This design comes from an exercise in tuning for small area on the open sky130 flow, not from production work.
RTL that was checked went through simulation tests only; none was proved equivalent to the original.
Only the layout flow was run in runs 5 to 7; the RTL was not checked for function there.
Power is estimated from default activity; no workload was simulated.

**flow/design.v**
```verilog
`timescale 1ns / 1ps
module Stopwatch_main(
    input clk,
    input wire rst,
    input wire start,
    input wire [1:0] mode,
    input wire [3:0] init_0,
    input wire [3:0] init_1,
    output [7:0] sseg,
    output [3:0] an
    );
    reg [3:0] e;
    reg [4:0] s;
    wire fast = e[1] & e[0];                     
    wire step = ~e[1] & e[0] & s[2] & s[1] & s[0];
    always @(posedge clk) begin
        if (rst) e <= 4'd14;
        else     e <= e + 4'd1;
        if (rst) s <= 5'd0;
        else     s <= {s[3:0], s[4] ^ s[1] ^ ~(s[2] | s[3])};
    end
    reg p, t, started, run;
    wire tick = t ^ (start & ~p);
    wire T_comp;
    always @(posedge clk) begin
        if (rst) begin
            p <= 1'b0;
            t <= 1'b0;
            started <= 1'b0;
            run <= 1'b0;
        end else if (step) begin
            p <= start;
            t <= tick;
            started <= started | tick | T_comp;
            run <= tick & ~T_comp;
        end
    end
    reg q;
    reg [3:0] d0, d1, d2, d3;
    reg cu;                 
    wire up = ~mode[1];
    wire n0 = d0[3] & d0[0];
    wire n1 = d1[3] & d1[0];
    wire n2 = d2[3] & d2[0];
    wire z0 = ~(d0[3] | d0[2] | d0[1] | d0[0]);
    wire z1 = ~(d1[3] | d1[2] | d1[1] | d1[0]);
    wire z2 = ~(d2[3] | d2[2] | d2[1] | d2[0]);
    wire n3 = d3[3] & d3[0];
    wire z3 = ~(d3[3] | d3[2] | d3[1] | d3[0]);
    assign T_comp = q | (cu ? (n3 & n2 & n1 & d0[3])
                            : (z3 & z2 & z1 & ~d0[3] & ~d0[2] & ~d0[1]));
    wire c1 = up ? n0 : z0;
    wire c2 = c1 & (up ? n1 : z1);
    wire c3 = c2 & (up ? n2 : z2);
    wire c4 = c3 & (up ? n3 : z3);
    wire top = q & d3[2] & d3[1] & d2[1] & d2[0] & d1[3] & d0[1] & d0[0];
    wire wd  = ~up & c4 & ~q;
    function [3:0] bump;
        input [3:0] d;
        input u;
        reg z;
        begin
            z = ~(d[3] | d[2] | d[1] | d[0]);
            bump[0] = ~d[0];
            bump[1] = u ? ((d[1] ^ d[0]) & ~d[3]) : (~(d[1] ^ d[0]) & (d[3] | d[2] | d[1]));
            bump[2] = u ? (d[2] ^ (d[1] & d[0])) : ((d[2] ^ (~d[1] & ~d[0])) & ~z);
            bump[3] = u ? (d[3] ? ~d[0] : (d[2] & d[1] & d[0])) : (d[3] ? d[0] : z);
        end
    endfunction
    wire [3:0] b0 = bump(d0, up);
    wire [3:0] b1 = bump(d1, up);
    wire [3:0] b2 = bump(d2, up);
    wire [3:0] b3 = bump(d3, up);
    wire [3:0] s0 = {b0[3] & ~wd, b0[2], b0[1] | wd, b0[0]};
    wire [3:0] s1 = {b1[3], b1[2], b1[1], b1[0] & ~wd};
    wire [3:0] s2 = {b2[3] & ~wd, b2[2], b2[1] | wd, b2[0]};
    wire [3:0] s3 = {b3[3] & ~wd, b3[2] | wd, b3[1] | wd, b3[0] & ~wd};
    wire sq = q ^ c4;
    wire ia = init_0[3] & (init_0[2] | init_0[1]);           
    wire [3:0] ih = {init_0[3] & ~ia,
                     ia ? (init_0[2] & init_0[1]) : init_0[2],
                     init_0[1] ^ ia,
                     init_0[0]};                             
    wire [4:0] ik = {1'b0, init_1} + {4'd0, ia};             
    wire ibig = ik[4] | (ik[3] & (ik[2] | ik[1]));
    wire [3:0] ith = ibig ? ik[3:0] + 4'd6 : ik[3:0];       
    wire iwrap = ik[4] & ih[2];                              
    wire pq = mode[0] & ibig & ~iwrap;
    wire [3:0] p0, p1, p2, p3;
    assign p3 = mode[0] ? (iwrap ? 4'd0 : ith)
                        : {mode[1], 2'b00, mode[1]};
    assign p2 = mode[0] ? (iwrap ? {3'd0, init_0[0]} : ih)
                        : {mode[1], 2'b00, mode[1]};
    assign p1 = mode[0] ? {3'd0, iwrap}
                        : {mode[1], 2'b00, mode[1]};
    assign p0 = mode[0] ? {1'b0, iwrap, iwrap, 1'b0}
                        : {mode[1], 2'b00, mode[1]};
    wire ld  = ~started;
    wire go  = step & (ld | run);
    wire e1 = go & (ld | c1);
    wire e2 = go & (ld | c2);
    wire e3 = go & (ld | c3);
    wire eq = go & (ld | c4);
    wire rT = rst | (step & started & run & up & top);
    always @(posedge clk) begin
        if (rst) cu <= 1'b1;
        else if (step) cu <= up;
        if (rT) begin
            q <= 1'b0; d3 <= 4'd0; d2 <= 4'd0; d1 <= 4'd0; d0 <= 4'd0;
        end else begin
            if (go) d0 <= ld ? p0 : s0;
            if (e1) d1 <= ld ? p1 : s1;
            if (e2) d2 <= ld ? p2 : s2;
            if (e3) d3 <= ld ? p3 : s3;
            if (eq) q  <= ld ? pq : sq;
        end
    end
    reg [3:0] dig;
    wire [1:0] nx = {e[3] ^ e[2], ~e[2]};    
    always @(posedge clk) begin
        if (rst) dig <= 4'd15;
        else if (fast) begin
            case (nx)
                2'd0: dig <= d0;
                2'd1: dig <= d1;
                2'd2: dig <= d2;
                2'd3: dig <= d3;
            endcase
        end
    end
    wire [6:0] seg;
    assign seg[0] = (dig[0]&dig[1]&dig[2]) | (~dig[1]&~dig[2]&~dig[3]);
    assign seg[1] = (dig[0]&dig[1]) | (dig[1]&~dig[2]) | (dig[0]&~dig[2]&~dig[3]);
    assign seg[2] = (dig[0]) | (~dig[1]&dig[2]);
    assign seg[3] = (dig[0]&~dig[1]&~dig[2]) | (~dig[0]&~dig[1]&dig[2]) | (dig[0]&dig[1]&dig[2]);
    assign seg[4] = (~dig[0]&dig[1]&~dig[2]) | (dig[1]&dig[3]);
    assign seg[5] = ~((~dig[0]&~dig[1]) | (~dig[2]) | (dig[0]&dig[1]&~dig[3]));
    assign seg[6] = (~dig[0]&~dig[1]&dig[2]) | (dig[1]&dig[3]) | (dig[0]&~dig[1]&~dig[2]&~dig[3]);
    wire dark = dig[1] & dig[3];
    assign an[0] = dark | ~(~e[3] & ~e[2]);
    assign an[1] = dark | ~(~e[3] &  e[2]);
    assign an[2] = dark | ~( e[3] & ~e[2]);
    assign an[3] = dark | ~( e[3] &  e[2]);
    assign sseg = {an[2], seg};
endmodule
```
**flow/flow/run.sh**
```bash
#!/bin/bash
# Own layout flow: the standard flow (standard.sh) with these changes.
#  1. Synthesis is the standard synthesis (synth_recipe.tcl), except that
#     the final ABC technology mapping is run once with each of the scripts
#     flow/abc_map*.script (area-oriented: deepsyn with different seeds, then
#     &nf; no buffering or upsizing), and the mapping with the smallest cell
#     area is kept. Registers are not touched by ABC, so their names and
#     cell types are those of the standard synthesis.
#     Yosys's half/full adder extraction is off (ADDER_MAP_FILE empty), so
#     ABC maps the adders' logic with the rest.
#  2. Port buffers are sky130_fd_sc_hd__buf_1 (BUFFER_PORTS_ARGS).
#  3. Clock tree: CTS_ARGS below (clkbuf_8 buffers, no dummy loads).
# Every tool's full output goes to a log file in the work folder; ORFS's own
# logs are under orfs/logs/.
set -euo pipefail
W=$(pwd)
FL="$W/flow"

# synthesis script: synth_recipe.tcl with ABC's mapping replaced
{
  head -n 1 synth_recipe.tcl
  cat <<TCL
proc abc {args} {
  set i [lsearch -exact \$args -script]
  set libs {}
  foreach lib \$::env(LIB_FILES) { lappend libs -liberty \$lib }
  yosys design -save own_abc_pre
  set best -1
  foreach s [lsort [glob "$FL/abc_map*.script"]] {
    yosys design -load own_abc_pre
    lset args [expr {\$i + 1}] \$s
    yosys abc {*}\$args
    yosys tee -q -o {$W/own_abc_area.txt} stat {*}\$libs
    set fh [open {$W/own_abc_area.txt} r]
    set txt [read \$fh]
    close \$fh
    if {![regexp {Chip area for module[^:]*:\s*([0-9.]+)} \$txt -> a]} { error "no area" }
    puts "own abc: \$s area \$a"
    if {\$best < 0 || \$a < \$best} {
      set best \$a
      yosys design -save own_abc_best
    }
  }
  yosys design -load own_abc_best
  puts "own abc: kept area \$best"
}
TCL
  tail -n +2 synth_recipe.tcl
} > own_synth.tcl

# standard.sh with the synthesis script swapped
sed "s#$W/synth_recipe.tcl#$W/own_synth.tcl#g" standard.sh > own_standard.sh
grep -q own_synth.tcl own_standard.sh

# The standard synthesis in a folder of its own, to check register names
sed "s#WORK_HOME=$W/orfs #WORK_HOME=$W/orfs_std #" standard.sh > std_synth.sh
grep -q orfs_std std_synth.sh
bash std_synth.sh synth > "$W/std_synth.log" 2>&1

export ADDER_MAP_FILE=
export BUFFER_PORTS_ARGS="-buffer_cell sky130_fd_sc_hd__buf_1"
export CTS_ARGS="-root_buf sky130_fd_sc_hd__clkbuf_8 -buf_list sky130_fd_sc_hd__clkbuf_8 -dont_use_dummy_load -repair_clock_nets"
bash own_standard.sh synth > "$W/flow_synth.log" 2>&1

# the registers (instance names and cell types) must be the standard ones
regs() {
  grep -E '^ *sky130_fd_sc_hd__[a-z0-9]*df[a-z0-9]*_[0-9]+ ' "$1" \
    | awk '{sub(/_[0-9]+$/, "", $1); print $1, $2}' | sort
}
regs orfs_std/results/sky130hd/Stopwatch_main/base/1_2_yosys.v > regs_std.txt
regs orfs/results/sky130hd/Stopwatch_main/base/1_2_yosys.v > regs_own.txt
if ! cmp -s regs_std.txt regs_own.txt || grep -qE ' _[0-9]+_$' regs_own.txt; then
  echo "register names differ from the standard synthesis" >&2
  diff regs_std.txt regs_own.txt >&2 || true
  exit 1
fi

bash own_standard.sh > "$W/flow_make.log" 2>&1
test -s out/final.def
```
**flow/flow/abc_map0.script**
```
strash
&get -n
&deepsyn -T 5 -S 0
&dch -f
&nf -p -R 1000
&put
topo
dnsize
```
**flow/standard.sh**
```bash
#!/bin/bash
# synth_recipe.tcl (not shown) runs the flow's synth.tcl, then flattens the netlist and writes it again
# the make line also repeats each setting of config.mk as NAME=value (left out here)
make -C /OpenROAD-flow-scripts/flow DESIGN_CONFIG=/design/flow/config.mk WORK_HOME=/design/flow/orfs CLKGATE_MAP_FILE= SYNTH_SCRIPT=/design/flow/synth_recipe.tcl "${@:-finish}"
```
**flow/config.mk**
```make
export PLATFORM = sky130hd
export DESIGN_NAME = Stopwatch_main
export DESIGN_NICKNAME = Stopwatch_main
export VERILOG_FILES = /design/flow/design.v
export SDC_FILE = /design/flow/constraint.sdc
export NUM_CORES = 4
export LEC_CHECK = 0
export CAP_MARGIN = 20
export CORE_MARGIN = 2
export CORE_UTILIZATION = 50
export SLEW_MARGIN = 20
```
**flow/constraint.sdc**
```tcl
create_clock -name core_clock -period 12.0 [get_ports {clk}]
set_input_delay 2.4000 -clock core_clock [delete_from_list [all_inputs] [get_ports {clk}]]
set_output_delay 2.4000 -clock core_clock [all_outputs]
set_load 0.01 [all_outputs]
```
==> impl_metrics.json, run 1 <==
{
  "synth_top_area_share": 0.337,
  "hold_class": "flip-flop to flip-flop",
  "start_util": 0.520,
  "numPortBuffers": 24,
  "status": "timing/DRC/antenna clean",
  "met3_usage": 0.0536,
  "first_pass_iters": 6,
  "drive_gt1_frac": 0.0152,
  "synth_edf_count": 0,
  "ys_warn_count": 1,
  "seq_area_um2": 701,
  "multi_input_area_um2": 1360,
  "post-dp-hpwl_mm": 4.00,
  "p_sw_w": 0.0000678,
  "drv_cap": 0,
  "vias": 2290,
  "n_antenna_cell": 0,
  "drtIter0Drc": 122,
  "area_delta_synth_final_pct": 10.3,
  "whs_path_depth": 1,
  "dieArea_um2": 4690,
  "grt_busiest_layer": "met2",
  "routed_wl_mm": 5.40,
  "cp_data_arrival_time_ps": 5730,
  "pwr-share-seq": 0.530,
  "max-vdd-ir-drop_mv": 0.0532,
  "synth_cells": 301,
  "reg2reg_from": "d0[0]$_SDFFE_PP0P_",
  "setup_viol": 0,
  "first_global_vias": 1904,
  "slew_viol_final": 0,
  "ys_async_sr_fraction": 0,
  "yosysTopAreaCell": "dfxtp_1",
  "ctsHoldBuffers": 0,
  "cts_tree": "built",
  "worstHoldEndpoint": "s[4]$_SDFF_PP0_",
  "end_kind": "flip-flop",
  "startpoint_type": "input port",
  "hp-start": "s[3]$_SDFF_PP0_",
  "fp.dieW_um": 68.5,
  "syn_nets": 314,
  "ioPinCount": 25,
  "grt_max_degree": 22,
  "post_cts_buffers": 0,
  "synth_seq_cells": 35,
  "post_cts_resized": 0,
  "synth.distinct_cells": 38,
  "grt_overflow": 0,
  "path_clk_slew_ps": 80,
  "rsz0062_at_grt": "no",
  "antenna_found_initial": 0,
  "final_nets": 344,
  "coreArea_um2": 4000,
  "hold_viol_final": 0,
  "tns_ps": 0,
  "rr_worst_depth": 14,
  "rrSetupSlack_ps": 8810,
  "timing.fmax_mhz": 181,
  "gp_congestion": 0.956,
  "htree_levels": 2,
  "core.rowCount": 23,
  "cts_num_sinks": 35,
  "pwr-share-clk": 0.311,
  "postRouteAntennaNets": 0,
  "nFillCells": 435,
  "grt_first_pass_wirelength_mm": 8.69,
  "fin_crit_ps": 5520,
  "clockBufferDepth": 2,
  "grt_use_total": 0.247,
  "final_util": 0.573,
  "crit_required_ps": 12200,
  "critPathMaxFanout": 21,
  "timing_worst_setup_path_type": "input port to flip-flop",
  "finalCritPeriodShare": 0.460,
  "switching_share": 0.283,
  "met2_usage": 0.385,
  "power_density_nw_per_um2": 104,
  "synthMostInstantiatedCell": "nor2_1",
  "avgViaCountPerCell": 6.04,
  "synthTopCellsByCount": "nor2_1, nand2_1, dfxtp_1",
  "root_buffer": "clkbuf_8",
  "reg2reg_to": "d3[2]$_SDFFE_PP0P_",
  "yosysSeqAreaShare": 0.337,
  "synth_area_um2": 2080,
  "cts_buffers": 5,
  "synth-main-ff-cell": "dfxtp_1",
  "drc_errors": 0,
  "skew_ps": 19.0,
  "p_leak_nw": 0.767,
  "clk_latency_ps": 290,
  "tightest_slew_ps": 928,
  "syn_area_per_cell_um2": 6.91,
  "relSlewSlack": 0.381,
  "ys_top_cells_by_area": "dfxtp_1, nor2_1, nand2_1, a21oi_1, nor3_1",
  "die_h_um": 68.5,
  "power_frac_comb": 0.159,
  "routedWlPerCell_um": 14.2,
  "met1_usage": 0.334,
  "internal_power_w": 0.000172
}
power groups by stage:
| stage | sequential (W) | clock [W] | combinational (W) |
|---|---|---|---|
| after CTS | 0.000127 | 0.0000769 | 0.0000378 |
| after global routing | 0.000128 | 0.0000816 | 0.0000441 |
| after detailed placement | 0.000130 | 0 | 0.0000377 |
| after global placement | 0.000129 | 0 | 0.0000374 |
| final | 0.000127 | 0.0000744 | 0.0000381 |
| after floorplan | 0.000128 | 0 | 0.0000264 |
area by class of cell:
type                            count  share of cell area
Multi-Input combinational cell    261               0.591
Sequential cell                    35               0.306
Timing Repair Buffer               24              0.0393
Clock buffer                        5              0.0300
Tap cell                           50              0.0273
Inverter                            4             0.00655
how the worst max path moves through the flow:
stage               depth (start not counted)                 end  slack (ps)    start
finish                                     15  d3[2]$_SDFFE_PP0P_        6480  mode[1]
global route                               15  d3[2]$_SDFFE_PP0P_        6150  mode[1]
CTS                                        15  d3[2]$_SDFFE_PP0P_        6560  mode[1]
detailed placement                         15  d3[2]$_SDFFE_PP0P_        6280  mode[1]
global placement                           15  d3[2]$_SDFFE_PP0P_        6430  mode[1]
floorplan                                  14  d3[2]$_SDFFE_PP0P_        7400  mode[1]
through the flow:
step	cell area (um^2)	std cells	power, W	setup slack, ps	hold slack, ps
2_1_floorplan	2080	301	0.000154	7400	431
3_3_place_gp	2220	374	0.000167	6430	445
3_5_place_dp	2220	374	0.000167	6280	456
4_1_cts	2290	379	0.000242	6560	472
5_1_grt	2290	379	0.000254	6150	500
6_report	2290	379	0.000240	6480	470
worst max-delay path, stage by stage:
cell and delay (ps):
buf_1 670, xnor2_1 210, nor2_1 130, nand2_1 70, or3_1 430, or3_1 370
a21oi_1 170, nor2b_1 330, nand2_1 150, o21a_1 190, nor3_1 130, a21oi_1 70
nor3_1 130, o21ai_0 110, a21oi_1 160
routing by layer:
layer | wire length, um | share of wire
met3 | 452 | 0.084
met5 | 0 | 0
met1 | 2480 | 0.46
met2 | 2360 | 0.44
met4 | 104 | 0.019
logic make-up (layout without fill, tap and decap cells):
family          Yosys count  count (layout)  synth area share
simple gates            171             171             0.375
compound gates           86              86             0.261
flops                    35              35             0.337
buf+inv                   5              33            0.0108
xor+xnor                  4               4            0.0169
sequential cells by signal (all words and copies together) (netlist names):
register / cells
started: 1
d0: 4
cu: 1
q: 1
d1: 4
d3: 4
e: 4
dig: 4
s: 5
p: 1
d2: 4
run: 1
t: 1
placed cells by master (no fill, tap or decap), drive strengths merged, types with 7 or more instances in the layout:
master,instances
nor2,55
nand2,48
dfxtp,35
a21oi,33
buf,24
nor3,20
nor2b,14
o21ai,13
nand3,9
o22ai,7
==> run 2, diff against run 1 <==
--- a/flow/flow/run.sh
+++ b/flow/flow/run.sh
@@ -61,3 +61,3 @@
 export BUFFER_PORTS_ARGS="-buffer_cell sky130_fd_sc_hd__buf_1"
-export CTS_ARGS="-root_buf sky130_fd_sc_hd__clkbuf_8 -buf_list sky130_fd_sc_hd__clkbuf_8 -dont_use_dummy_load -repair_clock_nets"
+export CTS_ARGS="-root_buf sky130_fd_sc_hd__clkbuf_16 -buf_list sky130_fd_sc_hd__clkbuf_16 -sink_clustering_enable -sink_clustering_size 40 -sink_clustering_max_diameter 1000 -dont_use_dummy_load -repair_clock_nets"
 bash own_standard.sh synth > "$W/flow_synth.log" 2>&1
==> impl_metrics.json, run 2 <==
{
  "status": "timing/DRC/antenna clean",
  "power_density_nw_per_um2": 119,
  "slowest_delay_ps": 680,
  "synth_compound_area_frac": 0.261,
  "internal_power_w": 0.000208,
  "post_cts_resized": 0,
  "final_cell_mix": "nor2_1, nand2_1, dfxtp_1",
  "routed_wl_mm": 5.45,
  "numPortBuffers": 24,
  "routedWlPerCell_um": 14.4,
  "ys_async_sr_fraction": 0,
  "start_util": 0.520,
  "post-dp-hpwl_mm": 4.00,
  "path_clk_slew_ps": 60,
  "max-vdd-ir-drop_mv": 0.0647,
  "drtIter0Drc": 127,
  "die_h_um": 68.5,
  "synth_seq_cells": 35,
  "fin_area_um2": 2350,
  "synth_edf_count": 0,
  "cts_num_sinks": 35,
  "rsz0062_at_grt": "no",
  "ctsHoldBuffers": 0,
  "pwr-share-clk": 0.410,
  "antenna_found_initial": 0,
  "area_delta_synth_final_pct": 13.0,
  "synth_cells": 301,
  "nFillCells": 424,
  "p_leak_nw": 0.792,
  "cts_tree": "built",
  "post_cts_buffers": 0,
  "grt_overflow": 0,
  "first_pass_iters": 5,
  "avgViaCountPerCell": 6.08,
  "cp_data_arrival_time_ps": 5740,
  "setup_slack_ps": 6460,
  "ys_warn_count": 1,
  "ioPinCount": 25,
  "synth-main-ff-cell": "dfxtp_1",
  "relSlewSlack": 0.379,
  "synth_top_area_share": 0.337,
  "crit_chain": "buf_1 -> xnor2_1 -> nor2_1 -> nand2_1 -> or3_1 -> or3_1 -> a21oi_1 -> nor2b_1 -> nand2_1 -> o21a_1 -> nor3_1 -> a21oi_1 -> nor3_1 -> o21ai_0 -> a21oi_1",
  "top_register": "s",
  "drc_errors": 0,
  "first_global_vias": 1899,
  "postRouteAntennaNets": 0,
  "cts_buffers": 5,
  "synthTopCellsByCount": "nor2_1, nand2_1, dfxtp_1",
  "cpMostUsedCell": "a21oi_1",
  "grt_first_pass_wirelength_mm": 8.81,
  "dieArea_um2": 4690,
  "hold_class": "flip-flop to flip-flop",
  "clk_latency_ps": 280,
  "synth_top_family_by_area": "simple AND/OR/NAND/NOR gates",
  "root_buffer": "clkbuf_16",
  "timing_worst_setup_path_type": "input port to flip-flop",
  "pwr-share-seq": 0.454,
  "core.rowCount": 23,
  "slew_viol_final": 0,
  "largest_reg_flops": 5,
  "switching_share": 0.260,
  "skew_ps": 15.7,
  "syn_area_per_cell_um2": 6.91,
  "crit_required_ps": 12200,
  "startpoint_type": "input port",
  "htree_levels": 2,
  "ys_top_cells_by_area": "dfxtp_1, nor2_1, nand2_1, a21oi_1, nor3_1",
  "finalCritPeriodShare": 0.462,
  "synthMuxAreaShare": 0,
  "setup_viol": 0,
  "synth_area_um2": 2080,
  "final_nets": 344,
  "clockBufferDepth": 2,
  "mostFrequentLayoutCell": "nor2_1",
  "timing.fmax_mhz": 180,
  "synth_xor_xnor_area_share": 0.0168,
  "syn_nets": 314,
  "synthMostInstantiatedCell": "nor2_1",
  "p_sw_w": 0.0000728,
  "synth.distinct_cells": 38,
  "gp_congestion": 0.956,
  "drive_gt1_frac": 0.0152,
  "yosysTopAreaCell": "dfxtp_1",
  "end_kind": "flip-flop",
  "fin_crit_ps": 5540,
  "slowest_stage": "buf_1",
  "yosysSeqAreaShare": 0.337,
  "power_frac_comb": 0.136,
  "critPathMaxFanout": 21,
  "fp.dieW_um": 68.5,
  "coreArea_um2": 4000,
  "place_area_um2": 2220,
  "vias": 2304,
  "synth_fa_ha_area_frac": 0,
  "place_ws_ps": 6280,
  "n_antenna_cell": 0,
  "hold_viol_final": 0,
  "yosys.area_share.simple": 0.375,
  "grt_use_total": 0.251,
  "tightest_slew_ps": 931,
  "tns_ps": 0,
  "drv_cap": 0,
  "grt_max_degree": 22
}
run 2: critical path, delay by kind of cell:
| family | cells | cell delay, ps |
|---|---|---|
| compound gates | 5 | 700 |
| xor+xnor | 1 | 210 |
| buf+inv | 1 | 680 |
| simple gates | 8 | 1740 |
run 2: power by group through the flow:
stage	registers (W)	clock network (W)	logic (W)
finish	0.000127	0.000115	0.0000381
global route	0.000128	0.000122	0.0000441
CTS	0.000127	0.000117	0.0000378
detailed placement	0.000130	0	0.0000377
global placement	0.000129	0	0.0000374
floorplan	0.000128	0	0.0000264
run 2: kinds of logic after synthesis:
kind of cell    count (synthesis)
compound gates                 86
xor+xnor                        4
buf+inv                         5
flops                          35
simple gates                  171
run 2: final cells by class:
cell class / instances / area (um^2) / share of cell area
inverters: 4 / 15.0 / 0.00639
clock buffers: 5 / 125 / 0.0532
well taps: 50 / 62.6 / 0.0266
repair buffers: 24 / 90.1 / 0.0383
flip-flops and latches: 35 / 701 / 0.298
multi-input cells: 261 / 1360 / 0.577
run 2: path summary, 6_finish.rpt:
| path | from | end | slack (ps) | cells past startpoint |
|---|---|---|---|---|
| worst max-delay path | mode[1] | d3[2]$_SDFFE_PP0P_ | 6460 | 15 |
| worst min-delay path | p$_SDFFE_PP0P_ | p$_SDFFE_PP0P_ | 470 | 2 |
| worst max register to register | d0[0]$_SDFFE_PP0P_ | d3[2]$_SDFFE_PP0P_ | 8810 | 14 |
| worst min register to register | p$_SDFFE_PP0P_ | p$_SDFFE_PP0P_ | 470 | 2 |
run 2: per-layer routing:
layer | vias up | track usage | part of all wire
met5 | - | 0 | 0
met4 | 0 | 0.0825 | 0.018
met3 | 10 | 0.0552 | 0.079
met2 | 102 | 0.392 | 0.45
met1 | 1021 | 0.341 | 0.45
li1 | 1171 | - | -
run 2: per-stage QoR:
stage	utilization	hold WS, ps	power (W)	cells
after floorplan	-	431	0.000154	301
after global placement	0.556	445	0.000167	374
after global routing	0.587	496	0.000295	379
after CTS	0.587	469	0.000282	379
final	0.587	469	0.000280	379
after detailed placement	0.556	456	0.000167	374
==> run 3, diff against run 2 <==
--- a/flow/flow/run.sh
+++ b/flow/flow/run.sh
@@ -61,3 +61,3 @@
 export BUFFER_PORTS_ARGS="-buffer_cell sky130_fd_sc_hd__buf_1"
-export CTS_ARGS="-root_buf sky130_fd_sc_hd__clkbuf_16 -buf_list sky130_fd_sc_hd__clkbuf_16 -sink_clustering_enable -sink_clustering_size 40 -sink_clustering_max_diameter 1000 -dont_use_dummy_load -repair_clock_nets"
+export CTS_ARGS="-root_buf sky130_fd_sc_hd__clkbuf_8 -buf_list sky130_fd_sc_hd__clkbuf_8 -sink_clustering_enable -dont_use_dummy_load -repair_clock_nets"
 bash own_standard.sh synth > "$W/flow_synth.log" 2>&1
==> flow/flow/abc_map0.script (replaced) <==
strash
&get -n
&deepsyn -T 40 -S 0
&dch -f
&nf -p -R 1000
&put
topo
dnsize
==> flow/flow/abc_map1.script (new file) <==
strash
&get -n
&deepsyn -T 40 -S 1
&dch -f
&nf -p -R 1000
&put
topo
dnsize
==> flow/flow/abc_map2.script (new file) <==
strash
&get -n
&deepsyn -T 40 -S 2
&dch -f
&nf -p -R 1000
&put
topo
dnsize
==> flow/flow/abc_map3.script (new file) <==
strash
&get -n
&deepsyn -T 40 -S 3
&dch -f
&nf -p -R 1000
&put
topo
dnsize
==> flow/flow/abc_map4.script (new file) <==
strash
&get -n
&deepsyn -T 40 -S 4
&dch -f
&nf -p -R 1000
&put
topo
dnsize
==> flow/flow/abc_map5.script (new file) <==
strash
&get -n
&deepsyn -T 40 -S 5
&dch -f
&nf -p -R 1000
&put
topo
dnsize
==> flow/flow/abc_map6.script (new file) <==
strash
&get -n
&deepsyn -T 40 -S 6
&dch -f
&nf -p -R 1000
&put
topo
dnsize
==> flow/flow/abc_map7.script (new file) <==
strash
&get -n
&deepsyn -T 40 -S 7
&dch -f
&nf -p -R 1000
&put
topo
dnsize
==> impl_metrics.json, run 3 <==
{
  "status": "timing/DRC/antenna clean",
  "switching_share": 0.275,
  "coreArea_um2": 3740,
  "finalCritPeriodShare": 0.403,
  "hp-start": "t$_SDFFE_PP0P_",
  "synth.distinct_cells": 39,
  "n_antenna_cell": 0,
  "routedWlPerCell_um": 14.5,
  "top_register": "s",
  "relSlewSlack": 0.370,
  "clockBufferDepth": 2,
  "rsz0062_at_grt": "no",
  "drv_cap": 0,
  "hold_viol_final": 0,
  "pwr-share-clk": 0.322,
  "gp_congestion": 0.900,
  "synth_top_area_share": 0.352,
  "antenna_found_initial": 0,
  "first_global_vias": 1842,
  "reg2reg_from": "s[2]$_SDFF_PP0_",
  "drc_errors": 0,
  "dp.cells": 350,
  "timing_worst_setup_path_type": "input port to flip-flop",
  "drive_gt1_frac": 0.0228,
  "largest_reg_flops": 5,
  "critical_path.startpoint": "mode[1]",
  "slew_viol_final": 0,
  "ys_top_cells_by_area": "dfxtp_1, nor2_1, nand2_1, a21oi_1, o21ai_0",
  "p_leak_nw": 0.798,
  "synth-main-ff-cell": "dfxtp_1",
  "cts_num_sinks": 35,
  "tightest_slew_ps": 943,
  "avgViaCountPerCell": 5.85,
  "numPortBuffers": 24,
  "grt_overflow": 0,
  "synth_area_um2": 1990,
  "fin_crit_ps": 4830,
  "max-vdd-ir-drop_mv": 0.0754,
  "final_nets": 322,
  "grt_first_pass_wirelength_mm": 8.67,
  "path_clk_slew_ps": 80,
  "fin_cells": 355,
  "vias": 2076,
  "ioPinCount": 25,
  "critPathMaxFanout": 16,
  "p_sw_w": 0.0000643,
  "mostFrequentLayoutCell": "nor2_1",
  "post_cts_buffers": 0,
  "ys_async_sr_fraction": 0,
  "die_h_um": 67.1,
  "synthTopCellsByCount": "nor2_1, nand2_1, dfxtp_1",
  "cts_buffers": 5,
  "htree_levels": 2,
  "power_frac_comb": 0.145,
  "final_cell_mix": "nor2_1, nand2_1, dfxtp_1",
  "grt_use_total": 0.253,
  "place_area_um2": 2150,
  "crit_required_ps": 12150,
  "power_density_nw_per_um2": 105,
  "hold_class": "flip-flop to flip-flop",
  "yosysSeqAreaShare": 0.352,
  "first_pass_iters": 5,
  "cts_tree": "built",
  "yosysTopAreaCell": "dfxtp_1",
  "end_kind": "flip-flop",
  "syn_area_per_cell_um2": 7.20,
  "synth_cells": 277,
  "internal_power_w": 0.000170,
  "synth_edf_count": 0,
  "synthMostInstantiatedCell": "nor2_1",
  "final_util": 0.593,
  "grt_max_degree": 19,
  "start_util": 0.532,
  "clk_latency_ps": 290,
  "skew_ps": 17.6,
  "routed_wl_mm": 5.14,
  "fin_area_um2": 2220,
  "core.rowCount": 22,
  "syn_nets": 290,
  "tns_ps": 0,
  "dieArea_um2": 4510,
  "fp.dieW_um": 67.1,
  "timing.fmax_mhz": 207,
  "post_cts_resized": 0,
  "drtIter0Drc": 189,
  "postRouteAntennaNets": 0,
  "ctsHoldBuffers": 0,
  "ys_warn_count": 1,
  "synth_seq_cells": 35,
  "root_buffer": "clkbuf_8",
  "startpoint_type": "input port",
  "setup_viol": 0,
  "post-dp-hpwl_mm": 3.88,
  "area_delta_synth_final_pct": 11.4,
  "pwr-share-seq": 0.533,
  "setup_slack_ps": 7170,
  "cp_data_arrival_time_ps": 4990,
  "place_ws_ps": 6940
}
run 3: cell types whose count changed after synthesis, sizes merged, moves of 4 or more:
cell    before  now
a21oi       33   20
nand2       48   36
nand2b       3   10
nor3        20   14
nand4        4    0
o21ai       13   17
o22ai        7    3
or3          5    1
run 3: layout make-up:
class	count	area (um^2)
tap	48	60.1
clock buffer	5	68.8
inverter	6	22.5
timing repair buffer	26	105
fill	387	1520
multi-input combinational	235	1260
sequential	35	701
run 3: final timing paths:
path / slack (ps) / cells after the start / end
hold / removal: 450 / 1 / t$_SDFFE_PP0P_
setup / recovery: 7170 / 13 / d1[2]$_SDFFE_PP0P_
setup reg to reg: 8620 / 13 / d1[2]$_SDFFE_PP0P_
hold reg to reg: 450 / 1 / t$_SDFFE_PP0P_
run 3: cell families after synthesis:
kind of cell | share of synthesized area
buffers and inverters | 0.0151
XOR/XNOR | 0.0308
AND/OR/NAND/NOR | 0.352
AO/OA/AOI/OAI | 0.250
flip-flops | 0.352
run 3: layer usage:
layer  GRT usage  wire length [um]  vias to the layer above
met1       0.371              2580                      946
met4      0.0740                31                        0
li1            -                 -                     1055
met3      0.0400               313                        5
met5           0                 0                        -
met2       0.384              2210                       70
run 3: power by group through the flow:
stage	Clock, W	Sequential (W)	Combinational, W
global route	0.0000800	0.000125	0.0000389
finish	0.0000754	0.000125	0.0000338
detailed placement	0	0.000127	0.0000338
global placement	0	0.000127	0.0000333
CTS	0.0000766	0.000125	0.0000339
floorplan	0	0.000126	0.0000223
run 3: per-stage QoR:
stage               hold slack, ps  power, W
finish                         452  0.000234
global route                   471  0.000244
CTS                            457  0.000235
detailed placement             444  0.000161
global placement               439  0.000160
floorplan                      420  0.000148
run 3: worst max-delay path, stage by stage:
cell     delay, ps
buf_1          520
xor2_1         190
and3_1         230
nor2b_1        260
nand2_1        160
nor2_1         170
nor2_1         100
a21oi_1        210
nor2_1         120
and3_1         210
a22o_1         210
o21ai_0        150
a21oi_1         60
==> run 4, diff against run 3 <==
--- a/flow/design.v
+++ b/flow/design.v
@@ -37,4 +37,4 @@
     end
-    reg q;
-    reg [3:0] d0, d1, d2, d3;
+    reg [4:0] k;
+    reg [3:0] d0, d1, d2;
     reg cu;                 
@@ -47,6 +47,7 @@
     wire z2 = ~(d2[3] | d2[2] | d2[1] | d2[0]);
-    wire n3 = d3[3] & d3[0];
-    wire z3 = ~(d3[3] | d3[2] | d3[1] | d3[0]);
-    assign T_comp = q | (cu ? (n3 & n2 & n1 & d0[3])
-                            : (z3 & z2 & z1 & ~d0[3] & ~d0[2] & ~d0[1]));
+    wire big = k[4] | (k[3] & (k[2] | k[1]));    
+    wire k9  = k[3] & k[0] & ~k[4];              
+    wire kz  = ~(k[4] | k[3] | k[2] | k[1] | k[0]);
+    assign T_comp = big | (cu ? (k9 & n2 & n1 & d0[3])
+                              : (kz & z2 & z1 & ~d0[3] & ~d0[2] & ~d0[1]));
     wire c1 = up ? n0 : z0;
@@ -54,5 +55,4 @@
     wire c3 = c2 & (up ? n2 : z2);
-    wire c4 = c3 & (up ? n3 : z3);
-    wire top = q & d3[2] & d3[1] & d2[1] & d2[0] & d1[3] & d0[1] & d0[0];
-    wire wd  = ~up & c4 & ~q;
+    wire top = k[4] & d2[1] & d2[0] & d1[3] & d0[1] & d0[0];
+    wire wd  = ~up & c3 & kz;
     function [3:0] bump;
@@ -72,3 +72,2 @@
     wire [3:0] b2 = bump(d2, up);
-    wire [3:0] b3 = bump(d3, up);
     wire [3:0] s0 = {b0[3] & ~wd, b0[2], b0[1] | wd, b0[0]};
@@ -76,4 +75,4 @@
     wire [3:0] s2 = {b2[3] & ~wd, b2[2], b2[1] | wd, b2[0]};
-    wire [3:0] s3 = {b3[3] & ~wd, b3[2] | wd, b3[1] | wd, b3[0] & ~wd};
-    wire sq = q ^ c4;
+    wire [4:0] kb = up ? k + 5'd1 : k - 5'd1;
+    wire [4:0] sk = {kb[4], kb[3:0] & {4{~wd}}};
     wire ia = init_0[3] & (init_0[2] | init_0[1]);           
@@ -84,9 +83,7 @@
     wire [4:0] ik = {1'b0, init_1} + {4'd0, ia};             
-    wire ibig = ik[4] | (ik[3] & (ik[2] | ik[1]));
-    wire [3:0] ith = ibig ? ik[3:0] + 4'd6 : ik[3:0];       
     wire iwrap = ik[4] & ih[2];                              
-    wire pq = mode[0] & ibig & ~iwrap;
-    wire [3:0] p0, p1, p2, p3;
-    assign p3 = mode[0] ? (iwrap ? 4'd0 : ith)
-                        : {mode[1], 2'b00, mode[1]};
+    wire [4:0] pk;
+    wire [3:0] p0, p1, p2;
+    assign pk = mode[0] ? (iwrap ? 5'd0 : ik)
+                        : {1'b0, mode[1], 2'b00, mode[1]};
     assign p2 = mode[0] ? (iwrap ? {3'd0, init_0[0]} : ih)
@@ -101,4 +98,3 @@
     wire e2 = go & (ld | c2);
-    wire e3 = go & (ld | c3);
-    wire eq = go & (ld | c4);
+    wire ek = go & (ld | c3);
     wire rT = rst | (step & started & run & up & top);
@@ -108,3 +104,3 @@
         if (rT) begin
-            q <= 1'b0; d3 <= 4'd0; d2 <= 4'd0; d1 <= 4'd0; d0 <= 4'd0;
+            k <= 5'd0; d2 <= 4'd0; d1 <= 4'd0; d0 <= 4'd0;
         end else begin
@@ -113,4 +109,3 @@
             if (e2) d2 <= ld ? p2 : s2;
-            if (e3) d3 <= ld ? p3 : s3;
-            if (eq) q  <= ld ? pq : sq;
+            if (ek) k  <= ld ? pk : sk;
         end
@@ -119,2 +114,3 @@
     wire [1:0] nx = {e[3] ^ e[2], ~e[2]};    
+    wire [3:0] d3 = big ? k[3:0] + 4'd6 : k[3:0];    
     always @(posedge clk) begin
==> impl_metrics.json, run 4 <==
{
  "startpoint_type": "input port",
  "post-dp-hpwl_mm": 3.83,
  "total_power_w": 0.000233,
  "p_leak_nw": 0.745,
  "grt_max_degree": 20,
  "pwr-share-seq": 0.542,
  "rsz0062_at_grt": "no",
  "finalCritPeriodShare": 0.385,
  "numPortBuffers": 24,
  "final_nets": 325,
  "hold_class": "flip-flop to flip-flop",
  "cts_tree": "built",
  "synth-main-ff-cell": "dfxtp_1",
  "first_global_vias": 1831,
  "avgViaCountPerCell": 5.90,
  "top_regs": "k (5), s (5)",
  "pwr-share-clk": 0.320,
  "timing.fmax_mhz": 216,
  "grt_overflow": 0,
  "ctsHoldBuffers": 0,
  "yosysSeqAreaShare": 0.351,
  "routed_wl_mm": 5.03,
  "p_sw_w": 0.0000623,
  "cp_data_arrival_time_ps": 4810,
  "synthTopCellsByCount": "nor2_1, nand2_1, dfxtp_1",
  "ys_top_cells_by_area": "dfxtp_1, nor2_1, nand2_1, a21oi_1, o21ai_0",
  "htree_levels": 2,
  "internal_power_w": 0.000170,
  "start_util": 0.534,
  "path_clk_slew_ps": 70,
  "tns_ps": 0,
  "die_h_um": 67.2,
  "area_delta_synth_final_pct": 11.3,
  "first_pass_iters": 4,
  "synth_edf_count": 0,
  "setup_viol": 0,
  "cts_num_sinks": 35,
  "drive_gt1_frac": 0.0226,
  "synth_top_area_share": 0.351,
  "crit_required_ps": 12190,
  "slew_viol_final": 0,
  "synth_cells": 280,
  "nFillCells": 394,
  "ys_warn_count": 1,
  "routedWlPerCell_um": 14.0,
  "hold_viol_final": 0,
  "core.rowCount": 22,
  "relSlewSlack": 0.457,
  "root_buffer": "clkbuf_8",
  "post_cts_buffers": 0,
  "synth.distinct_cells": 38,
  "coreArea_um2": 3740,
  "power_density_nw_per_um2": 105,
  "cts_buffers": 5,
  "ys_async_sr_fraction": 0,
  "clockBufferDepth": 2,
  "mostFrequentLayoutCell": "nor2_1",
  "vias": 2112,
  "synth_seq_cells": 35,
  "dieArea_um2": 4520,
  "power_frac_comb": 0.138,
  "fp.dieW_um": 67.2,
  "critical_path.startpoint": "mode[1]",
  "postRouteAntennaNets": 0,
  "synth_area_um2": 2000,
  "timing_worst_setup_path_type": "input port to flip-flop",
  "syn_area_per_cell_um2": 7.14,
  "switching_share": 0.268,
  "tightest_slew_ps": 814,
  "grt_first_pass_wirelength_mm": 8.63,
  "drtIter0Drc": 164,
  "n_antenna_cell": 0,
  "synthMostInstantiatedCell": "nor2_1",
  "post_cts_resized": 0,
  "ioPinCount": 25,
  "drc_errors": 0,
  "syn_nets": 293,
  "grt_use_total": 0.249,
  "status": "timing/DRC/antenna clean",
  "gp_congestion": 0.869,
  "hp-start": "e[0]$_SDFF_PP0_",
  "rrSetupSlack_ps": 9060,
  "fin_crit_ps": 4620,
  "reg2reg_from": "s[1]$_SDFF_PP0_",
  "yosysTopAreaCell": "dfxtp_1",
  "antenna_found_initial": 0,
  "skew_ps": 6.76,
  "final_cell_mix": "nor2_1, nand2_1, dfxtp_1",
  "max-vdd-ir-drop_mv": 0.0858,
  "end_kind": "flip-flop",
  "clk_latency_ps": 280,
  "critPathMaxFanout": 19,
  "drv_cap": 0
}
[run 4: cell count changes after synthesis, sizes merged, moves of 3 or more]
cell / change
nor2: -8
a211oi: -4
nand3: +7
a221oi: +3
nand4: +3
o31ai: +3
nor3b: +3
a21oi: +6
o21ai: +7
nor2b: -4
nand2: +3
a222oi: -3
[run 4: path summary, 6_finish.rpt]
path / to / cells after the start
worst max-delay path: k[2]$_SDFFE_PP0P_ / 10
worst min register to register: e[0]$_SDFF_PP0_ / 1
worst max register to register: k[2]$_SDFFE_PP0P_ / 14
worst min-delay path: e[0]$_SDFF_PP0_ / 1
[run 4: worst max-delay path, stage by stage]
cell and delay (ps):
buf_1 600, nand3_1 260, o22ai_1 330, nand2_1 120, a21oi_1 220, a21oi_1 120, a31oi_1 260, o21ai_0 160
nor2b_1 160, nor3_1 180
[run 4: logic make-up (layout without fill, tap and decap cells)]
kind of cell,Yosys count,count (layout),synth area share
DFF,35,35,0.351
xor gates and xnor gates,6,6,0.0263
AOI/OAI and AO/OA,80,80,0.244
buffers and inverters,5,35,0.0113
muxes,1,1,0.00501
and+or+nand+nor,153,153,0.363
[run 4: layout make-up]
| cell class | count | area, um^2 | share of cell area |
|---|---|---|---|
| Multi-Input combinational cell | 240 | 1270 | 0.573 |
| Sequential cell | 35 | 701 | 0.315 |
| Inverter | 4 | 15.0 | 0.00675 |
| Timing Repair Buffer | 26 | 105 | 0.0472 |
| Tap cell | 48 | 60.1 | 0.0270 |
| Clock buffer | 5 | 68.8 | 0.0309 |
[run 4: power groups by stage]
| stage | clock [W] | sequential (W) | combinational (W) |
|---|---|---|---|
| 4_1_cts | 0.0000773 | 0.000126 | 0.0000324 |
| 3_3_place_gp | 0 | 0.000129 | 0.0000321 |
| 6_report | 0.0000744 | 0.000126 | 0.0000321 |
| 2_1_floorplan | 0 | 0.000127 | 0.0000220 |
| 5_1_grt | 0.0000821 | 0.000127 | 0.0000369 |
| 3_5_place_dp | 0 | 0.000129 | 0.0000323 |
[run 4: per-stage QoR]
stage               worst slack (ps)  instance area (um^2)  cells  utilization  hold slack [ps]
floorplan                       7910                  2000    280            -              422
global placement                7380                  2160    353        0.576              438
detailed placement              7170                  2160    353        0.576              448
CTS                             7460                  2220    358        0.594              464
global route                    7150                  2220    358        0.594              491
finish                          7380                  2220    358        0.594              458
[run 4: layer usage]
metal | part of all wire | global-route usage | up-vias
li1 | - | - | 1076
met1 | 0.49 | 0.370 | 958
met2 | 0.43 | 0.355 | 71
met3 | 0.064 | 0.0533 | 7
met4 | 0.011 | 0.0791 | 0
met5 | 0 | 0 | -
==> run 5, diff against run 4 <==
--- a/flow/design.v
+++ b/flow/design.v
@@ -29,3 +29,2 @@
             started <= 1'b0;
-            run <= 1'b0;
         end else if (step) begin
@@ -34,4 +33,4 @@
             started <= started | tick | T_comp;
-            run <= tick & ~T_comp;
         end
+        if (step) run <= tick & ~T_comp;
     end
--- a/flow/flow/run.sh
+++ b/flow/flow/run.sh
@@ -11,3 +11,3 @@
 #  2. Port buffers are sky130_fd_sc_hd__buf_1 (BUFFER_PORTS_ARGS).
-#  3. Clock tree: CTS_ARGS below (clkbuf_8 buffers, no dummy loads).
+#  3. Clock tree: CTS_ARGS below (clkbuf_4 buffers, no dummy loads).
 # Every tool's full output goes to a log file in the work folder; ORFS's own
@@ -61,3 +61,3 @@
 export BUFFER_PORTS_ARGS="-buffer_cell sky130_fd_sc_hd__buf_1"
-export CTS_ARGS="-root_buf sky130_fd_sc_hd__clkbuf_8 -buf_list sky130_fd_sc_hd__clkbuf_8 -sink_clustering_enable -dont_use_dummy_load -repair_clock_nets"
+export CTS_ARGS="-root_buf sky130_fd_sc_hd__clkbuf_4 -buf_list sky130_fd_sc_hd__clkbuf_4 -sink_clustering_enable -dont_use_dummy_load -repair_clock_nets"
 bash own_standard.sh synth > "$W/flow_synth.log" 2>&1
--- a/flow/config.mk
+++ b/flow/config.mk
@@ -9,3 +9,3 @@
 export CORE_MARGIN = 2
-export CORE_UTILIZATION = 50
+export CORE_UTILIZATION = 70
 export SLEW_MARGIN = 20
removed: flow/flow/abc_map6.script
removed: flow/flow/abc_map7.script
==> impl_metrics.json, run 5 <==
{
  "status": "timing/DRC/antenna clean",
  "final_nets": 317,
  "critPathMaxFanout": 13,
  "drc_errors": 0,
  "grt_first_pass_wirelength_mm": 8.62,
  "p_sw_w": 0.0000605,
  "root_buffer": "clkbuf_4",
  "synthTopCellsByCount": "nor2_1, dfxtp_1, nand2_1",
  "setup_viol": 0,
  "skew_ps": 23.2,
  "syn_nets": 287,
  "synth_edf_count": 1,
  "rrSetupSlack_ps": 8130,
  "dieArea_um2": 3350,
  "multi_input_area_um2": 1280,
  "slowest_stage": "a2111oi_0",
  "ys_async_sr_fraction": 0,
  "crit_required_ps": 12210,
  "critPathBufInv": 1,
  "syn_area_per_cell_um2": 7.41,
  "yosysSeqAreaShare": 0.350,
  "final_util": 0.794,
  "routedWlPerCell_um": 15.7,
  "synth_cells": 274,
  "routed_wl_mm": 5.23,
  "synth_top_area_share": 0.335,
  "drive_gt1_frac": 0.0166,
  "area_delta_synth_final_pct": 7.82,
  "gp_congestion": 0.992,
  "cp_data_arrival_time_ps": 5370,
  "grt_use_total": 0.332,
  "fin_crit_ps": 5160,
  "grt_overflow": 0,
  "first_pass_iters": 4,
  "post-dp-hpwl_mm": 3.87,
  "total_power_w": 0.000213,
  "rsz0062_at_grt": "no",
  "cts_num_sinks": 35,
  "timing.fmax_mhz": 194,
  "startpoint_type": "input port",
  "hold_class": "flip-flop to flip-flop",
  "start_util": 0.736,
  "switching_share": 0.284,
  "post_cts_resized": 0,
  "coreArea_um2": 2760,
  "cts_tree": "built",
  "synth.distinct_cells": 44,
  "n_antenna_cell": 0,
  "yosysTopAreaCell": "dfxtp_1",
  "first_global_vias": 1924,
  "ys_top_cells_by_area": "dfxtp_1, nor2_1, nand2_1, a21oi_1, o21ai_0",
  "synth-main-ff-cell": "dfxtp_1",
  "clockBufferDepth": 2,
  "seq_area_um2": 711,
  "mostFrequentLayoutCell": "nor2_1",
  "power_density_nw_per_um2": 97.3,
  "relSlewSlack": 0.381,
  "synthMostInstantiatedCell": "nor2_1",
  "ctsHoldBuffers": 0,
  "grt_max_degree": 20,
  "top_regs": "k (5), s (5)",
  "drv_cap": 0,
  "antenna_found_initial": 0,
  "postRouteAntennaNets": 0,
  "core.rowCount": 19,
  "crit_chain": "buf_1 -> and3_1 -> a21oi_1 -> a21oi_1 -> nand2_1 -> o22ai_1 -> o21ai_0 -> a2111oi_0 -> o31ai_1 -> o311a_1",
  "slew_viol_final": 0,
  "vias": 2198,
  "pwr-share-clk": 0.254,
  "pwr-share-seq": 0.587,
  "setup_slack_ps": 6840,
  "nFillCells": 225,
  "synth_seq_cells": 35,
  "timing_worst_setup_path_type": "input port to flip-flop",
  "power_frac_comb": 0.160,
  "path_clk_slew_ps": 110,
  "synth_area_um2": 2030,
  "cts_buffers": 5,
  "hold_viol_final": 0,
  "crit_family": "compound AO/OA/AOI/OAI gates",
  "internal_power_w": 0.000153,
  "numPortBuffers": 24,
  "final_cell_mix": "nor2_1, dfxtp_1, nand2_1",
  "drtIter0Drc": 210,
  "slowest_delay_ps": 560,
  "post_cts_buffers": 0,
  "finalCritPeriodShare": 0.430,
  "place_ws_ps": 6600,
  "max-vdd-ir-drop_mv": 0.140,
  "end_kind": "flip-flop",
  "cpMostUsedCell": "a21oi_1",
  "ys_warn_count": 1,
  "fp.dieW_um": 57.9,
  "ioPinCount": 25,
  "tns_ps": 0,
  "die_h_um": 57.9,
  "htree_levels": 2,
  "tightest_slew_ps": 922,
  "avgViaCountPerCell": 6.60,
  "clk_latency_ps": 340,
  "p_leak_nw": 0.780
}
-- run 5: changes by cell type in the layout (fill, tap and decap cells not counted), sizes merged, moves of 5 or more --
cell   before  now
nor2       44   36
nand2      39   33
nand3      17    9
xor2        3    8
-- run 5: cell type report --
type / count / share of cell area
repair buffers: 24 / 0.0411
multi-input cells: 230 / 0.586
clock buffers: 5 / 0.0171
well taps: 31 / 0.0177
flip-flops and latches: 35 / 0.325
inverters: 8 / 0.0137
-- run 5: path summary, 6_finish.rpt --
check | start | end | depth (start not counted)
worst min-delay path | s[3]$_SDFF_PP0_ | s[4]$_SDFF_PP0_ | 1
worst min register to register | s[3]$_SDFF_PP0_ | s[4]$_SDFF_PP0_ | 1
worst max register to register | e[0]$_SDFF_PP0_ | k[3]$_SDFFE_PP0P_ | 14
worst max-delay path | mode[1] | k[3]$_SDFFE_PP0P_ | 10
-- run 5: per-stage QoR --
step	hold slack [ps]	instance area (um^2)	cells
after detailed placement	463	2150	328
after floorplan	422	2030	274
after global routing	492	2190	333
after CTS	479	2190	333
after global placement	439	2150	328
final	479	2190	333
-- run 5: worst register-to-register path, delay by kind of cell, from the launching register on --
kind | cells | cell delay, ps
compound gates | 7 | 2060
simple gates | 6 | 1070
flops | 1 | 390
buf+inv | 1 | 220
-- run 5: power by group through the flow --
stage                     combinational (W)  sequential [W]  clock [W]
after CTS                         0.0000338        0.000125  0.0000537
after global routing              0.0000378        0.000126  0.0000605
after detailed placement          0.0000336        0.000128          0
after floorplan                   0.0000228        0.000127          0
after global placement            0.0000326        0.000128          0
final                             0.0000341        0.000125  0.0000541
-- run 5: per-layer routing --
metal,vias up,share of wire,track usage
li1,1074,-,-
met1,999,0.43,0.455
met2,114,0.47,0.544
met3,11,0.087,0.0424
met4,0,0.011,0.113
met5,-,0,0
-- run 5: kinds of logic (layout without fill, tap and decap cells) --
logic type,count (synthesis),count (layout),share of synthesized area
AOI/OAI and AO/OA,92,92,0.289
buffers and inverters,9,37,0.0185
and+or+nand+nor,128,128,0.299
DFF,35,35,0.350
xor gates and xnor gates,10,10,0.0431
==> run 6, diff against run 5 <==
--- a/flow/flow/run.sh
+++ b/flow/flow/run.sh
@@ -61,3 +61,3 @@
 export BUFFER_PORTS_ARGS="-buffer_cell sky130_fd_sc_hd__buf_1"
-export CTS_ARGS="-root_buf sky130_fd_sc_hd__clkbuf_4 -buf_list sky130_fd_sc_hd__clkbuf_4 -sink_clustering_enable -dont_use_dummy_load -repair_clock_nets"
+export CTS_ARGS="-root_buf sky130_fd_sc_hd__clkbuf_4 -buf_list sky130_fd_sc_hd__clkbuf_4 -sink_clustering_enable -sink_clustering_max_diameter 25 -dont_use_dummy_load -repair_clock_nets"
 bash own_standard.sh synth > "$W/flow_synth.log" 2>&1
==> flow/flow/abc_map0.script (replaced) <==
strash
&get -n
&deepsyn -T 5 -S 0
&dch -f
&nf -p -R 1000
&put
topo
dnsize
removed: flow/flow/abc_map1.script
removed: flow/flow/abc_map2.script
removed: flow/flow/abc_map3.script
removed: flow/flow/abc_map4.script
removed: flow/flow/abc_map5.script
==> impl_metrics.json, run 6 <==
{
  "area_delta_synth_final_pct": 7.70,
  "cts_tree": "built",
  "ioPinCount": 25,
  "hold_class": "flip-flop to flip-flop",
  "root_buffer": "clkbuf_4",
  "numPortBuffers": 24,
  "fin_cells": 344,
  "path_clk_slew_ps": 100,
  "fin_crit_ps": 4860,
  "hold_viol_final": 0,
  "skew_ps": 29.9,
  "gp_congestion": 0.960,
  "fp.dieW_um": 58.3,
  "routed_wl_mm": 5.32,
  "cts_num_sinks": 35,
  "drv_cap": 0,
  "synth_top_area_share": 0.330,
  "core.rowCount": 19,
  "yosysSeqAreaShare": 0.344,
  "cts_buffers": 5,
  "drc_errors": 0,
  "dieArea_um2": 3400,
  "grt_first_pass_wirelength_mm": 9.03,
  "postRouteAntennaNets": 0,
  "p_leak_nw": 0.755,
  "synth_cells": 285,
  "synth_edf_count": 1,
  "final_nets": 328,
  "finalCritPeriodShare": 0.405,
  "clockBufferDepth": 2,
  "drtIter0Drc": 231,
  "dp.cells": 339,
  "critPathMaxFanout": 17,
  "yosysTopAreaCell": "dfxtp_1",
  "start_util": 0.742,
  "post_cts_resized": 0,
  "grt_max_degree": 18,
  "clk_latency_ps": 340,
  "rsz0062_at_grt": "no",
  "status": "timing/DRC/antenna clean",
  "max-vdd-ir-drop_mv": 0.116,
  "rr_worst_depth": 7,
  "top_regs": "k (5), s (5)",
  "tns_ps": 0,
  "end_kind": "flip-flop",
  "post_cts_buffers": 0,
  "syn_area_per_cell_um2": 7.24,
  "avgViaCountPerCell": 6.66,
  "post-dp-hpwl_mm": 4.00,
  "ys_async_sr_fraction": 0,
  "n_antenna_cell": 0,
  "antenna_found_initial": 0,
  "ys_warn_count": 1,
  "first_pass_iters": 5,
  "routedWlPerCell_um": 15.5,
  "grt_use_total": 0.346,
  "vias": 2292,
  "die_h_um": 58.3,
  "whs_path_depth": 1,
  "synth_area_um2": 2060,
  "synthTopCellsByCount": "nand2_1, nor2_1, dfxtp_1",
  "first_global_vias": 1962,
  "synth.distinct_cells": 42,
  "startpoint_type": "input port",
  "total_power_w": 0.000220,
  "setup_viol": 0,
  "ctsHoldBuffers": 0,
  "htree_levels": 2,
  "cp_data_arrival_time_ps": 5090,
  "slew_viol_final": 0,
  "tightest_slew_ps": 1020,
  "final_cell_mix": "nor2_1, nand2_1, dfxtp_1",
  "grt_overflow": 0,
  "timing.fmax_mhz": 206,
  "coreArea_um2": 2780,
  "ys_top_cells_by_area": "dfxtp_1, nand2_1, nor2_1, o21ai_0, a21oi_1",
  "relSlewSlack": 0.313,
  "drive_gt1_frac": 0.0160,
  "synth-main-ff-cell": "dfxtp_1",
  "timing_worst_setup_path_type": "input port to flip-flop",
  "syn_nets": 298,
  "power_density_nw_per_um2": 99.0,
  "synth_seq_cells": 35,
  "crit_required_ps": 12230
}
==> run 6: worst max-delay path, cell delays in order <==
cell and delay (ps):
buf_1 560, nor2_1 160, nand2_1 150, nor3_1 80, a21oi_1 670, o21ai_0 470
a21oi_1 260, mux2_1 330
==> run 6: cell type report <==
cell class / instances / area (um^2)
sequential: 35 / 711
inverter: 7 / 26.3
tap: 31 / 38.8
multi-input combinational: 242 / 1320
timing repair buffer: 24 / 90.1
fill: 215 / 559
clock buffer: 5 / 37.5
==> run 6: power by group <==
part | switching (W) | internal [W]
logic | 0.0000228 | 0.0000136
clock network | 0.0000362 | 0.0000196
registers | 0.00000690 | 0.000121
total | 0.0000659 | 0.000154
==> run 6: kinds of logic after synthesis <==
family,Yosys count,synth area share
and+or+nand+nor,144,0.331
AOI/OAI and AO/OA,89,0.269
DFF,35,0.344
xor gates and xnor gates,8,0.0340
buffers and inverters,8,0.0164
muxes,1,0.00546
==> run 6: final timing paths <==
path / slack [ps] / startpoint / endpoint
setup / recovery: 7140 / mode[1] / k[4]$_SDFFE_PP0P_
hold / removal: 470 / e[0]$_SDFF_PP0_ / e[0]$_SDFF_PP0_
setup reg to reg: 9100 / e[0]$_SDFF_PP0_ / k[4]$_SDFFE_PP0P_
hold reg to reg: 470 / e[0]$_SDFF_PP0_ / e[0]$_SDFF_PP0_
==> run 6: metrics by stage <==
step | util | setup slack (ps) | cell area, um^2 | hold WS (ps)
floorplan | - | 7850 | 2060 | 422
global placement | 0.785 | 7010 | 2180 | 436
detailed placement | 0.785 | 6880 | 2180 | 452
CTS | 0.799 | 7210 | 2220 | 477
global route | 0.799 | 6910 | 2220 | 480
finish | 0.799 | 7140 | 2220 | 473
==> run 6: routing by layer <==
metal,global-route usage,part of all wire,vias to the layer above
met4,0.116,0.028,0
met1,0.484,0.43,1025
met5,0,0,-
met2,0.528,0.44,135
li1,-,-,1105
met3,0.0791,0.10,27
==> run 7, diff against run 6 <==
--- a/flow/design.v
+++ b/flow/design.v
@@ -16,3 +16,3 @@
     always @(posedge clk) begin
-        if (rst) e <= 4'd14;
+        if (rst) e <= 4'd2;
         else     e <= e + 4'd1;
@@ -65,3 +65,3 @@
             bump[2] = u ? (d[2] ^ (d[1] & d[0])) : ((d[2] ^ (~d[1] & ~d[0])) & ~z);
-            bump[3] = u ? (d[3] ? ~d[0] : (d[2] & d[1] & d[0])) : (d[3] ? d[0] : z);
+            bump[3] = u ? ((d[2] & d[1] & d[0]) | (d[3] & ~d[0])) : (z | (d[3] & d[0]));
         end
@@ -112,3 +112,2 @@
     reg [3:0] dig;
-    wire [1:0] nx = {e[3] ^ e[2], ~e[2]};    
     wire [3:0] d3 = big ? k[3:0] + 4'd6 : k[3:0];    
@@ -117,3 +116,3 @@
         else if (fast) begin
-            case (nx)
+            case (e[3:2])
                 2'd0: dig <= d0;
@@ -134,6 +133,6 @@
     wire dark = dig[1] & dig[3];
-    assign an[0] = dark | ~(~e[3] & ~e[2]);
-    assign an[1] = dark | ~(~e[3] &  e[2]);
-    assign an[2] = dark | ~( e[3] & ~e[2]);
-    assign an[3] = dark | ~( e[3] &  e[2]);
+    assign an[0] = dark | ~(~e[3] &  e[2]);
+    assign an[1] = dark | ~( e[3] & ~e[2]);
+    assign an[2] = dark | ~( e[3] &  e[2]);
+    assign an[3] = dark | ~(~e[3] & ~e[2]);
     assign sseg = {an[2], seg};
--- a/flow/flow/run.sh
+++ b/flow/flow/run.sh
@@ -54,25 +54,5 @@
 
-# The standard synthesis in a folder of its own, to check register names
-sed "s#WORK_HOME=$W/orfs #WORK_HOME=$W/orfs_std #" standard.sh > std_synth.sh
-grep -q orfs_std std_synth.sh
-bash std_synth.sh synth > "$W/std_synth.log" 2>&1
-
 export ADDER_MAP_FILE=
 export BUFFER_PORTS_ARGS="-buffer_cell sky130_fd_sc_hd__buf_1"
-export CTS_ARGS="-root_buf sky130_fd_sc_hd__clkbuf_4 -buf_list sky130_fd_sc_hd__clkbuf_4 -sink_clustering_enable -sink_clustering_max_diameter 25 -dont_use_dummy_load -repair_clock_nets"
-bash own_standard.sh synth > "$W/flow_synth.log" 2>&1
-
-# the registers (instance names and cell types) must be the standard ones
-regs() {
-  grep -E '^ *sky130_fd_sc_hd__[a-z0-9]*df[a-z0-9]*_[0-9]+ ' "$1" \
-    | awk '{sub(/_[0-9]+$/, "", $1); print $1, $2}' | sort
-}
-regs orfs_std/results/sky130hd/Stopwatch_main/base/1_2_yosys.v > regs_std.txt
-regs orfs/results/sky130hd/Stopwatch_main/base/1_2_yosys.v > regs_own.txt
-if ! cmp -s regs_std.txt regs_own.txt || grep -qE ' _[0-9]+_$' regs_own.txt; then
-  echo "register names differ from the standard synthesis" >&2
-  diff regs_std.txt regs_own.txt >&2 || true
-  exit 1
-fi
-
+export CTS_ARGS="-root_buf sky130_fd_sc_hd__clkbuf_4 -buf_list sky130_fd_sc_hd__clkbuf_4 -sink_clustering_enable -dont_use_dummy_load -repair_clock_nets"
 bash own_standard.sh > "$W/flow_make.log" 2>&1
==> flow/flow/abc_map0.script (replaced) <==
strash
&get -n
&deepsyn -T 40 -S 0
&dch -f
&nf -p -R 1000
&put
topo
dnsize
==> flow/flow/abc_map1.script (new file) <==
strash
&get -n
&deepsyn -T 40 -S 1
&dch -f
&nf -p -R 1000
&put
topo
dnsize
==> flow/flow/abc_map2.script (new file) <==
strash
&get -n
&deepsyn -T 40 -S 2
&dch -f
&nf -p -R 1000
&put
topo
dnsize
==> flow/flow/abc_map3.script (new file) <==
strash
&get -n
&deepsyn -T 40 -S 3
&dch -f
&nf -p -R 1000
&put
topo
dnsize
==> flow/flow/abc_map4.script (new file) <==
strash
&get -n
&deepsyn -T 40 -S 4
&dch -f
&nf -p -R 1000
&put
topo
dnsize
==> flow/flow/abc_map5.script (new file) <==
strash
&get -n
&deepsyn -T 40 -S 5
&dch -f
&nf -p -R 1000
&put
topo
dnsize
==> impl_metrics.json, run 7 <==
{
  "n_antenna_cell": 0,
  "grt_first_pass_wirelength_mm": 7.77,
  "final_nets": 318,
  "fin_crit_ps": 5400,
  "grt_busiest_layer": "met1",
  "hold_viol_final": 0,
  "status": "timing/DRC/antenna clean",
  "met2_usage": 0.429,
  "tns_ps": 0,
  "max-vdd-ir-drop_mv": 0.117,
  "syn_area_per_cell_um2": 7.33,
  "met3_usage": 0.0930,
  "avgViaCountPerCell": 6.29,
  "numPortBuffers": 24,
  "skew_ps": 32.0,
  "top_regs": "k (5), s (5)",
  "area_delta_synth_final_pct": 8.65,
  "synth_seq_cells": 35,
  "routed_wl_mm": 4.74,
  "start_util": 0.735,
  "drive_gt1_frac": 0.0231,
  "synth_area_um2": 2010,
  "yosysTopAreaCell": "dfxtp_1",
  "rsz0062_at_grt": "no",
  "dieArea_um2": 3320,
  "finalCritPeriodShare": 0.450,
  "end_kind": "flip-flop",
  "tightest_slew_ps": 772,
  "post-dp-hpwl_mm": 3.46,
  "root_buffer": "clkbuf_4",
  "cp_data_arrival_time_ps": 5650,
  "htree_levels": 2,
  "ys_warn_count": 1,
  "critPathMaxFanout": 11,
  "grt_max_degree": 21,
  "final_util": 0.799,
  "die_h_um": 57.6,
  "slew_viol_final": 0,
  "nFillCells": 213,
  "crit_required_ps": 12250,
  "core.rowCount": 19,
  "antenna_found_initial": 0,
  "power_density_nw_per_um2": 95.9,
  "place_area_um2": 2150,
  "hold_ws_ps": 465,
  "post_cts_buffers": 0,
  "drc_errors": 0,
  "final_cell_mix": "nor2_1, nand2_1, dfxtp_1",
  "synthTopCellsByCount": "nand2_1, nor2_1, dfxtp_1",
  "grt_overflow": 0,
  "grt_use_total": 0.306,
  "syn_nets": 287,
  "ys_async_sr_fraction": 0,
  "relSlewSlack": 0.484,
  "clockBufferDepth": 2,
  "timing.fmax_mhz": 185,
  "synth-main-ff-cell": "dfxtp_1",
  "cts_tree": "built",
  "startpoint_type": "input port",
  "drv_cap": 0,
  "first_pass_iters": 5,
  "gp_congestion": 0.947,
  "coreArea_um2": 2730,
  "synth_edf_count": 1,
  "ioPinCount": 25,
  "post_cts_resized": 0,
  "ctsHoldBuffers": 0,
  "fp.dieW_um": 57.6,
  "hold_class": "flip-flop to flip-flop",
  "routedWlPerCell_um": 14.2,
  "yosysSeqAreaShare": 0.354,
  "cts_num_sinks": 35,
  "timing_worst_setup_path_type": "input port to flip-flop",
  "rrSetupSlack_ps": 8120,
  "setup_viol": 0,
  "fin_area_um2": 2180,
  "critical_path.startpoint": "mode[1]",
  "first_global_vias": 1673,
  "drtIter0Drc": 226,
  "cts_buffers": 5,
  "p_leak_nw": 0.770,
  "clk_latency_ps": 360,
  "synth.distinct_cells": 43,
  "path_clk_slew_ps": 100,
  "postRouteAntennaNets": 0,
  "synth_top_area_share": 0.339,
  "met1_usage": 0.447,
  "hp-start": "t$_SDFFE_PP0P_",
  "reg2reg_from": "s[1]$_SDFF_PP0_",
  "ys_top_cells_by_area": "dfxtp_1, nand2_1, nor2_1, nor3_1, a21oi_1",
  "synth_cells": 274,
  "vias": 2101
}
==> run 7: changes by cell type in the layout (fill, tap and decap cells not counted), moves of 3 or more <==
cell,change
nand2_1,+4
or3_1,+3
and2_0,+4
and3_1,+3
nor2_1,+4
a211oi_1,+3
a21oi_1,-6
o21ai_0,-12
nor3_1,+9
nand3_1,-13
nand4_1,-3
==> run 7: final cells by class <==
cell class	instances	area, um^2	area share
Multi-Input combinational cell	233	1280	0.586
Sequential cell	35	711	0.326
Timing Repair Buffer	25	97.6	0.0447
Tap cell	31	38.8	0.0178
Clock buffer	5	37.5	0.0172
Inverter	5	18.8	0.00860
==> run 7: critical path, cell delays in order <==
cell	delay, ps
buf_1	440
clkinv_1	250
nand2_1	260
o22ai_1	170
nand2b_1	210
a31oi_1	350
nor3b_1	590
and2_0	300
o21ai_0	180
a31oi_1	230
o2111a_1	220
nor3_1	50
==> run 7: cell families after synthesis <==
logic type	after synthesis	synth area share
AOI/OAI and AO/OA	71	0.234
DFF	35	0.354
buffers and inverters	6	0.0131
and+or+nand+nor	153	0.359
xor gates and xnor gates	7	0.0305
muxes	2	0.0106
==> run 7: where the power goes <==
part           internal (W)  switching (W)  leakage (nW)
registers          0.000120     0.00000374         0.286
logic             0.0000110      0.0000181         0.461
clock network     0.0000195      0.0000371        0.0230
==> run 7: worst paths after layout <==
path | endpoint | depth (start not counted)
max reg2reg | k[3]$_SDFFE_PP0P_ | 13
min | t$_SDFFE_PP0P_ | 2
max | k[3]$_SDFFE_PP0P_ | 12
min reg2reg | t$_SDFFE_PP0P_ | 2
==> run 7: metal layers <==
metal,share of wire,up-vias
li1,-,1062
met1,0.45,911
met2,0.43,115
met3,0.095,13
met4,0.020,0
met5,0,-
==> run 7: metrics by stage <==
stage / setup WS, ps / instances / total power (W)
6_report: 6600 / 334 / 0.000209
5_1_grt: 6300 / 334 / 0.000220
4_1_cts: 6690 / 334 / 0.000209
3_5_place_dp: 6350 / 329 / 0.000155
3_3_place_gp: 6540 / 329 / 0.000155
2_1_floorplan: 7300 / 274 / 0.000145

-- port drivers added, routing unchanged --
No port has a modelled driver above. Below, the same layouts with a new extraction and two added sets of constraints. Step 1 sets driving cells, clkbuf_16 on the clock port and buf_2 on the other inputs (assumed; they add their load-dependent delay and slew). Step 2 adds t to the input delays and takes it off the output delays; t is the mean of the earliest and latest rising clock arrival at the registers after step 1. Input paths then give back, and output paths get back, about the clock's delay inside the block. Three values: ideal, step 1, step 2; two values: the first two.
run | shift t [ns] | setup WS [ns] | hold slack, ns | worst setup path after step 2 | clock arrival spread, ns
run 1 | 0.308 | 6.479 / 6.479 / 6.171 | 0.470 / 0.470 / 0.470 | input to register | 0.019 / 0.019
run 2 | 0.306 | 6.458 / 6.464 / 6.158 | 0.469 / 0.469 / 0.469 | input to register | 0.016 / 0.016
run 3 | 0.304 | 7.168 / 7.171 / 6.867 | 0.452 / 0.452 / 0.452 | input to register | 0.017 / 0.018
run 4 | 0.304 | 7.380 / 7.382 / 7.077 | 0.458 / 0.458 / 0.458 | input to register | 0.007 / 0.007
run 5 | 0.349 | 6.842 / 6.841 / 6.492 | 0.479 / 0.479 / 0.479 | input to register | 0.023 / 0.023
run 6 | 0.352 | 7.141 / 7.139 / 6.787 | 0.473 / 0.473 / 0.473 | input to register | 0.030 / 0.030
run 7 | 0.367 | 6.601 / 6.601 / 6.234 | 0.465 / 0.465 / 0.465 | input to register | 0.032 / 0.032
After both steps setup and hold are still met in every run listed. For run 7, which loses most, drivers alone change the setup slack by 0.000 ns; drivers and shift together by -0.367 ns.
